What follows belongs to an exercise in optimizing a design on an open flow for small area, a short achievable clock period and few clock cycles; a production flow would make more cautious choices. Function was checked by simulation only, so behaviour that the tests miss may differ from the original. No driver is modelled on the clock port, so clock power and skew are understated where the tree is cut down; a real chip needs a root buffer or a tree. Power is estimated from default activity; no workload was simulated.

== north ==
==> flow/design.v <==
module rf_ao22 (
    input  logic a1, a2, b1, b2,
    output logic y
);
    assign y = (a1 & a2) | (b1 & b2);
endmodule
module rf_and2 (
    input  logic a, b,
    output logic y
);
    assign y = a & b;
endmodule
module rf_nand2 (
    input  logic a, b,
    output logic y
);
    assign y = !(a & b);
endmodule
module rf_nor2 (
    input  logic a, b,
    output logic y
);
    assign y = !(a | b);
endmodule
module rf_nand4 (
    input  logic a, b, c, d,
    output logic y
);
    assign y = !(a & b & c & d);
endmodule
module top_axi_lite (
    input  logic        clk,
    input  logic        rstn,
    input  logic        start,
    input  logic        mode,        
    input  logic [31:0] addr,
    input  logic [31:0] wdata_in,
    output logic [31:0] rdata_out,
    output logic        done
);
    logic [31:0] mem [0:15];
    logic [31:0] mem_d [0:15];
    logic [31:0] rd;
    logic [3:0] lo, hi, whi;
    always_comb begin
        for (int j = 0; j < 4; j++) begin
            lo[j]  = (addr[3:2] == 2'(j));
            hi[j]  = (addr[5:4] == 2'(j));
            whi[j] = start && mode && (addr[5:4] == 2'(j));
        end
    end
    logic [15:0] we [0:1];
    logic [15:0] hold [0:1];
    logic [15:0] sel [0:1];
    for (genvar h = 0; h < 2; h++) begin : g_half
        for (genvar i = 0; i < 16; i++) begin : g_word
            rf_and2  u_we   (.a(whi[i/4]), .b(lo[i%4]), .y(we[h][i]));
            rf_nand2 u_hold (.a(whi[i/4]), .b(lo[i%4]), .y(hold[h][i]));
            rf_and2  u_sel  (.a(hi[i/4]),  .b(lo[i%4]), .y(sel[h][i]));
        end
    end
    for (genvar i = 0; i < 16; i++) begin : g_word
        for (genvar b = 0; b < 32; b++) begin : g_bit
            rf_ao22 u_next (
                .a1(we[b/16][i]), .a2(wdata_in[b]), .b1(hold[b/16][i]), .b2(mem[i][b]),
                .y(mem_d[i][b])
            );
        end
    end
    always_ff @(posedge clk) begin
        for (int i = 0; i < 16; i++) mem[i] <= mem_d[i];
    end
    logic [7:0] part [0:31];
    logic [3:0] quad [0:31];
    for (genvar b = 0; b < 32; b++) begin : g_rd
        for (genvar k = 0; k < 8; k++) begin : g_ao22
            rf_ao22 u_part (
                .a1(sel[b/16][2*k]),   .a2(mem[2*k][b]),
                .b1(sel[b/16][2*k+1]), .b2(mem[2*k+1][b]),
                .y(part[b][k])
            );
        end
        for (genvar k = 0; k < 4; k++) begin : g_nor2
            rf_nor2 u_quad (.a(part[b][2*k]), .b(part[b][2*k+1]), .y(quad[b][k]));
        end
        rf_nand4 u_rd (.a(quad[b][0]), .b(quad[b][1]), .c(quad[b][2]), .d(quad[b][3]), .y(rd[b]));
    end
    always_ff @(posedge clk) begin
        rdata_out <= rd;
    end
    always_ff @(posedge clk or negedge rstn) begin
        if (!rstn) done <= 1'b0;
        else       done <= start;
    end
endmodule
Settings: LEC_CHECK=0, CAP_MARGIN=20, CORE_MARGIN=2, CORE_UTILIZATION=50, SETUP_SLACK_MARGIN=1.85, SLEW_MARGIN=20, SYNTH_HIERARCHICAL=1, SYNTH_MINIMUM_KEEP_SIZE=0; clock period 3.5 ns.
standard.sh (not shown) runs the stock make flow with config.mk's settings and CLKGATE_MAP_FILE= SYNTH_SCRIPT=/design/flow/synth_recipe.tcl, a recipe that flattens the netlist after the stock synthesis.
==> flow/flow/run.sh <==
#!/bin/bash
# The standard layout with two changes:
#  - ports are buffered with buf_1 cells instead of the cell buffer_ports picks;
#  - at the end of the CTS step, flow/clock_tree.tcl replaces the clock tree
#    with a two-level one (clock port -> 2 root buffers -> 36 clkbuf_8 leaf buffers ->
#    flip-flops) and repairs timing again.
# Full output in standard.log (ORFS's per-step logs are under orfs/logs).
set -euo pipefail
export CT_LEAFS=36 CT_ROOTS=2 CT_LEAF_BUF=sky130_fd_sc_hd__clkbuf_8
bash standard.sh "BUFFER_PORTS_ARGS=-buffer_cell sky130_fd_sc_hd__buf_1" \
  "POST_CTS_TCL=$PWD/flow/clock_tree.tcl" finish > standard.log 2>&1
==> flow/flow/clock_tree.tcl <==
# Runs at the end of ORFS's CTS step (POST_CTS_TCL). Replaces the clock tree
# that clock_tree_synthesis built with a two-level one: the clock port drives
# a few root buffers, each root drives the leaf buffers near it, one leaf
# buffer per cluster of flip-flops, and each leaf buffer drives the clock pins
# of its cluster. All flip-flops get
# the same number of buffers (two) on their clock path, and the tree is not
# skewed on purpose. Then timing is repaired again on the new tree.

set ct_buf   sky130_fd_sc_hd__clkbuf_16
set ct_leaf_buf [expr {[info exists ::env(CT_LEAF_BUF)] ? $::env(CT_LEAF_BUF) : $ct_buf}]
set ct_leafs [expr {[info exists ::env(CT_LEAFS)] ? $::env(CT_LEAFS) : 16}]

set block [ord::get_db_block]
set db    [ord::get_db]
set clk   [$block findNet clk]

# Flip-flop clock pins, as odb iterms.
set sinks {}
foreach pin [all_registers -clock_pins -edge_triggered] {
  lappend sinks [sta::sta_to_db_pin $pin]
}
puts "clock_tree: [llength $sinks] flip-flop clock pins"

# Remove what clock_tree_synthesis built: every instance in the clock tree
# between the clock port and the flip-flops, and the dummy loads.
set doomed {}
foreach inst [$block getInsts] {
  set name [$inst getName]
  if {[string match clkbuf_* $name] || [string match clkload* $name]} {
    lappend doomed $inst
  }
}
foreach inst $doomed { odb::dbInst_destroy $inst }
foreach net [$block getNets] {
  if {[string match clknet_* [$net getName]] && [llength [$net getITerms]] == 0} {
    odb::dbNet_destroy $net
  }
}
puts "clock_tree: removed [llength $doomed] instances of the old tree"

# Cluster the sinks by position, seeded at quantiles of y.
set pts {}
foreach it $sinks {
  set bb [[$it getInst] getBBox]
  lappend pts [list [expr {([$bb xMin] + [$bb xMax]) / 2.0}] [expr {([$bb yMin] + [$bb yMax]) / 2.0}]]
}
set n [llength $pts]
set order [lsort -real -index 1 $pts]
set cent {}
for {set k 0} {$k < $ct_leafs} {incr k} {
  lappend cent [lindex $order [expr {int(($k + 0.5) * $n / $ct_leafs)}]]
}
# Capacitated k-means: each pass assigns the sinks greedily by distance to
# the nearest centre that still has room (at most ct_cap sinks per leaf), then
# moves each centre to the mean of its sinks.
set ct_cap [expr {int(ceil(1.1 * $n / $ct_leafs))}]
for {set iter 0} {$iter < 30} {incr iter} {
  set pairs {}
  set i 0
  foreach p $pts {
    for {set k 0} {$k < $ct_leafs} {incr k} {
      set c [lindex $cent $k]
      lappend pairs [list [expr {abs([lindex $p 0] - [lindex $c 0]) + abs([lindex $p 1] - [lindex $c 1])}] $i $k]
    }
    incr i
  }
  set pairs [lsort -real -index 0 $pairs]
  set assign [lrepeat $n -1]
  set fill [lrepeat $ct_leafs 0]
  set left $n
  foreach pr $pairs {
    lassign $pr d i k
    if {[lindex $assign $i] >= 0 || [lindex $fill $k] >= $ct_cap} { continue }
    lset assign $i $k
    lset fill $k [expr {[lindex $fill $k] + 1}]
    if {[incr left -1] == 0} { break }
  }
  set newc {}
  for {set k 0} {$k < $ct_leafs} {incr k} {
    set sx 0.0; set sy 0.0; set c 0
    foreach p $pts a $assign {
      if {$a == $k} { set sx [expr {$sx + [lindex $p 0]}]; set sy [expr {$sy + [lindex $p 1]}]; incr c }
    }
    if {$c > 0} { lappend newc [list [expr {$sx / $c}] [expr {$sy / $c}]] } else { lappend newc [lindex $cent $k] }
  }
  set cent $newc
}

set master [$db findMaster $ct_buf]
proc ct_place {inst x y} {
  $inst setLocation [expr {int($x)}] [expr {int($y)}]
  $inst setPlacementStatus PLACED
}

# Root buffers: the leaf buffers are grouped by position into ct_roots
# groups (k-means again), with one root buffer at the middle of each group.
# The clock port drives the root buffers directly (ct_roots <= 4 pins).
set ct_roots [expr {[info exists ::env(CT_ROOTS)] ? $::env(CT_ROOTS) : 4}]
set rorder [lsort -real -index 0 $cent]
set rcent {}
for {set r 0} {$r < $ct_roots} {incr r} {
  lappend rcent [lindex $rorder [expr {int(($r + 0.5) * $ct_leafs / $ct_roots)}]]
}
for {set iter 0} {$iter < 50} {incr iter} {
  set rassign {}
  foreach p $cent {
    set best 0; set bd 1e30
    for {set r 0} {$r < $ct_roots} {incr r} {
      set c [lindex $rcent $r]
      set d [expr {abs([lindex $p 0] - [lindex $c 0]) + abs([lindex $p 1] - [lindex $c 1])}]
      if {$d < $bd} { set bd $d; set best $r }
    }
    lappend rassign $best
  }
  set newc {}
  for {set r 0} {$r < $ct_roots} {incr r} {
    set sx 0.0; set sy 0.0; set c 0
    foreach p $cent a $rassign {
      if {$a == $r} { set sx [expr {$sx + [lindex $p 0]}]; set sy [expr {$sy + [lindex $p 1]}]; incr c }
    }
    if {$c > 0} { lappend newc [list [expr {$sx / $c}] [expr {$sy / $c}]] } else { lappend newc [lindex $rcent $r] }
  }
  set rcent $newc
}
set rootnets {}
for {set r 0} {$r < $ct_roots} {incr r} {
  set root [odb::dbInst_create $block $master ct_root_$r]
  set c [lindex $rcent $r]
  ct_place $root [lindex $c 0] [lindex $c 1]
  set rootnet [odb::dbNet_create $block ct_root_net_$r]
  $rootnet setSigType CLOCK
  [$root findITerm A] connect $clk
  [$root findITerm X] connect $rootnet
  lappend rootnets $rootnet
}

for {set k 0} {$k < $ct_leafs} {incr k} {
  set leaf [odb::dbInst_create $block [$db findMaster $ct_leaf_buf] ct_leaf_$k]
  set c [lindex $cent $k]
  ct_place $leaf [lindex $c 0] [lindex $c 1]
  set net [odb::dbNet_create $block ct_leaf_net_$k]
  $net setSigType CLOCK
  [$leaf findITerm A] connect [lindex $rootnets [lindex $rassign $k]]
  [$leaf findITerm X] connect $net
  set cnt 0
  foreach it $sinks a $assign {
    if {$a == $k} {
      $it disconnect
      $it connect $net
      incr cnt
    }
  }
  puts "clock_tree: leaf $k at [lindex $c 0] [lindex $c 1] drives $cnt flip-flops"
}
$clk setSigType CLOCK

# Optional: give the address decode's gates (found by the names of the nets
# they drive, from the RTL's gate modules) a strong drive before repair, as
# each drives many loads. CT_SIZE holds pairs of net-name pattern and cell.
if {[info exists ::env(CT_SIZE)]} {
  foreach {pattern cell} $::env(CT_SIZE) {
    set m [$db findMaster $cell]
    set c 0
    foreach net [$block getNets] {
      if {![string match $pattern [$net getName]]} { continue }
      foreach it [$net getITerms] {
        if {[$it isOutputSignal]} { [$it getInst] swapMaster $m; incr c }
      }
    }
    puts "clock_tree: $c drivers of $pattern made $cell"
  }
}

detailed_placement
set_propagated_clock [all_clocks]
estimate_parasitics -placement
report_clock_skew
report_clock_latency
repair_timing_helper
detailed_placement
check_placement -verbose
estimate_parasitics -placement
report_worst_slack
report_clock_skew
Testbench counts of north, summed over its fixed seeds: cycles 8,000.
Input-level comparison between south and north:
Settings: CORE_UTILIZATION changed from 50 to 60.
==> flow/flow/run.sh <==
#!/bin/bash
# The standard layout with two changes:
#  - ports are buffered with buf_4 cells instead of the cell buffer_ports picks;
#  - at the end of the CTS step, flow/clock_tree.tcl replaces the clock tree
#    with a two-level one (clock port -> 2 root buffers -> 32 clkbuf_8 leaf buffers ->
#    flip-flops) and repairs timing again.
# Full output in standard.log (ORFS's per-step logs are under orfs/logs).
set -euo pipefail
export CT_LEAFS=32 CT_ROOTS=2 CT_LEAF_BUF=sky130_fd_sc_hd__clkbuf_8
bash standard.sh "BUFFER_PORTS_ARGS=-buffer_cell sky130_fd_sc_hd__buf_4" \
  "POST_CTS_TCL=$PWD/flow/clock_tree.tcl" finish > standard.log 2>&1
### Flow results
[compare] base=north new=south: overall track demand over capacity in global routing has increased, via count has increased, first-pass GRT wire length -2.3%. south reports its destination of the critical timing path as rdata_out[23] while north reports mem[8][9].
#### Input delta (east over south)
Settings: a change of CORE_UTILIZATION from 60 to 55.
==> flow/flow/run.sh <==
#!/bin/bash
# The standard layout with two changes:
#  - ports are buffered with buf_4 cells instead of the cell buffer_ports picks;
#  - at the end of the CTS step, flow/clock_tree.tcl replaces the clock tree
#    with a two-level one (clock port -> 2 root buffers -> 20 leaf buffers ->
#    flip-flops) and repairs timing again.
# Full output in standard.log (ORFS's per-step logs are under orfs/logs).
set -euo pipefail
export CT_LEAFS=20 CT_ROOTS=2
bash standard.sh "BUFFER_PORTS_ARGS=-buffer_cell sky130_fd_sc_hd__buf_4" \
  "POST_CTS_TCL=$PWD/flow/clock_tree.tcl" finish > standard.log 2>&1
diff --git a/flow/flow/clock_tree.tcl b/flow/flow/clock_tree.tcl
--- a/flow/flow/clock_tree.tcl
+++ b/flow/flow/clock_tree.tcl
@@ -8,5 +8,4 @@
 
 set ct_buf   sky130_fd_sc_hd__clkbuf_16
-set ct_leaf_buf [expr {[info exists ::env(CT_LEAF_BUF)] ? $::env(CT_LEAF_BUF) : $ct_buf}]
 set ct_leafs [expr {[info exists ::env(CT_LEAFS)] ? $::env(CT_LEAFS) : 16}]
 
@@ -136,5 +135,5 @@
 
 for {set k 0} {$k < $ct_leafs} {incr k} {
-  set leaf [odb::dbInst_create $block [$db findMaster $ct_leaf_buf] ct_leaf_$k]
+  set leaf [odb::dbInst_create $block $master ct_leaf_$k]
   set c [lindex $cent $k]
   ct_place $leaf [lindex $c 0] [lindex $c 1]
In the reports for east and south, the larger instance count on the critical path belongs to south. Diff south..east | smallest hold slack | negligible. | routed length on met2 | lower: south |. The more densely filled core belongs to south, not east. Compared to south, east has layout overhead on the synthesized area 1.4 points higher. Setup slack | east above south. Comparing east and south, the higher total power is on east.
Relative to east, the following input files were edited for west:
==> flow/flow/run.sh <==
#!/bin/bash
# The standard layout with two changes:
#  - ports are buffered with buf_1 cells instead of the cell buffer_ports picks;
#  - at the end of the CTS step, flow/clock_tree.tcl replaces the clock tree
#    with a two-level one (clock port -> 2 root buffers -> 32 clkbuf_8 leaf buffers ->
#    flip-flops) and repairs timing again.
# Full output in standard.log (ORFS's per-step logs are under orfs/logs).
set -euo pipefail
export CT_LEAFS=32 CT_ROOTS=2 CT_LEAF_BUF=sky130_fd_sc_hd__clkbuf_8
bash standard.sh "BUFFER_PORTS_ARGS=-buffer_cell sky130_fd_sc_hd__buf_1" \
  "POST_CTS_TCL=$PWD/flow/clock_tree.tcl" finish > standard.log 2>&1
diff --git a/flow/flow/clock_tree.tcl b/flow/flow/clock_tree.tcl
--- a/flow/flow/clock_tree.tcl
+++ b/flow/flow/clock_tree.tcl
@@ -8,4 +8,5 @@
 
 set ct_buf   sky130_fd_sc_hd__clkbuf_16
+set ct_leaf_buf [expr {[info exists ::env(CT_LEAF_BUF)] ? $::env(CT_LEAF_BUF) : $ct_buf}]
 set ct_leafs [expr {[info exists ::env(CT_LEAFS)] ? $::env(CT_LEAFS) : 16}]
 
@@ -135,5 +136,5 @@
 
 for {set k 0} {$k < $ct_leafs} {incr k} {
-  set leaf [odb::dbInst_create $block $master ct_leaf_$k]
+  set leaf [odb::dbInst_create $block [$db findMaster $ct_leaf_buf] ct_leaf_$k]
   set c [lindex $cent $k]
   ct_place $leaf [lindex $c 0] [lindex $c 1]
- Relative to east, the wire length per cell of west is higher by about 0.7%.
- Looking at worst-path maximum fanout across west and east, the one that comes out higher is east.
- Relative to east, west improves internal cell power.
- Compared with east, west instantiates a larger number of standard cells.
diff inputs: west => middle
Settings: setting PLACE_DENSITY to 0.7 for the first time.
==> flow/flow/run.sh <==
#!/bin/bash
# The standard layout with two changes:
#  - ports are buffered with buf_1 cells instead of the cell buffer_ports picks;
#  - at the end of the CTS step, flow/clock_tree.tcl replaces the clock tree
#    with a two-level one (clock port -> 2 root buffers -> 36 clkbuf_8 leaf buffers ->
#    flip-flops) and repairs timing again.
# Full output in standard.log (ORFS's per-step logs are under orfs/logs).
set -euo pipefail
export CT_LEAFS=36 CT_ROOTS=2 CT_LEAF_BUF=sky130_fd_sc_hd__clkbuf_8
bash standard.sh "BUFFER_PORTS_ARGS=-buffer_cell sky130_fd_sc_hd__buf_1" \
  "POST_CTS_TCL=$PWD/flow/clock_tree.tcl" finish > standard.log 2>&1
Results
The run showing the smaller peak fanout along the critical path is middle.
Layout-stage area growth over the synthesis result for middle: 0.91 points up relative to west
Re number of global-route vias before repair: west was lower than middle.
In every run of this note, the design's own scripts or RTL, not TritonCTS, make the clock network.

==> port drivers added, routing unchanged <==
How much do the figures lean on ideal ports? The routed layouts below were timed once more, with nothing changed but the port constraints.
Step 1: set_driving_cell puts a clkbuf_16 on clk and a buf_2 on each other input, an assumption about the parent block.
Step 2 times the ports against the registers' clock, not the clock port: input delays grow and output delays shrink by t, the midpoint of the rising clock arrivals with the driver on.
a / b / c = no drivers / after step 1 / after step 2; a / b = the first two.
run | shift t [ns] | setup WS [ns] | hold WS [ns] | worst register clock-pin slew, ns
north | 0.506 | 1.758 / 1.778 / 1.272 | 0.472 / 0.452 / 0.472 | 0.11 / 0.11
south | 0.497 | 1.760 / 1.780 / 1.288 | 0.475 / 0.427 / 0.475 | 0.11 / 0.11
east | 0.489 | 1.782 / 1.803 / 1.341 | 0.476 / 0.453 / 0.476 | 0.11 / 0.11
west | 0.503 | 1.766 / 1.784 / 1.305 | 0.474 / 0.469 / 0.474 | 0.12 / 0.12
middle | 0.495 | 1.764 / 1.781 / 1.286 | 0.474 / 0.474 / 0.474 | 0.10 / 0.10
After both steps setup and hold are still met in every run listed. The setup slack of north, which loses most, moves by +0.020 ns with the drivers and by -0.486 ns with both steps.
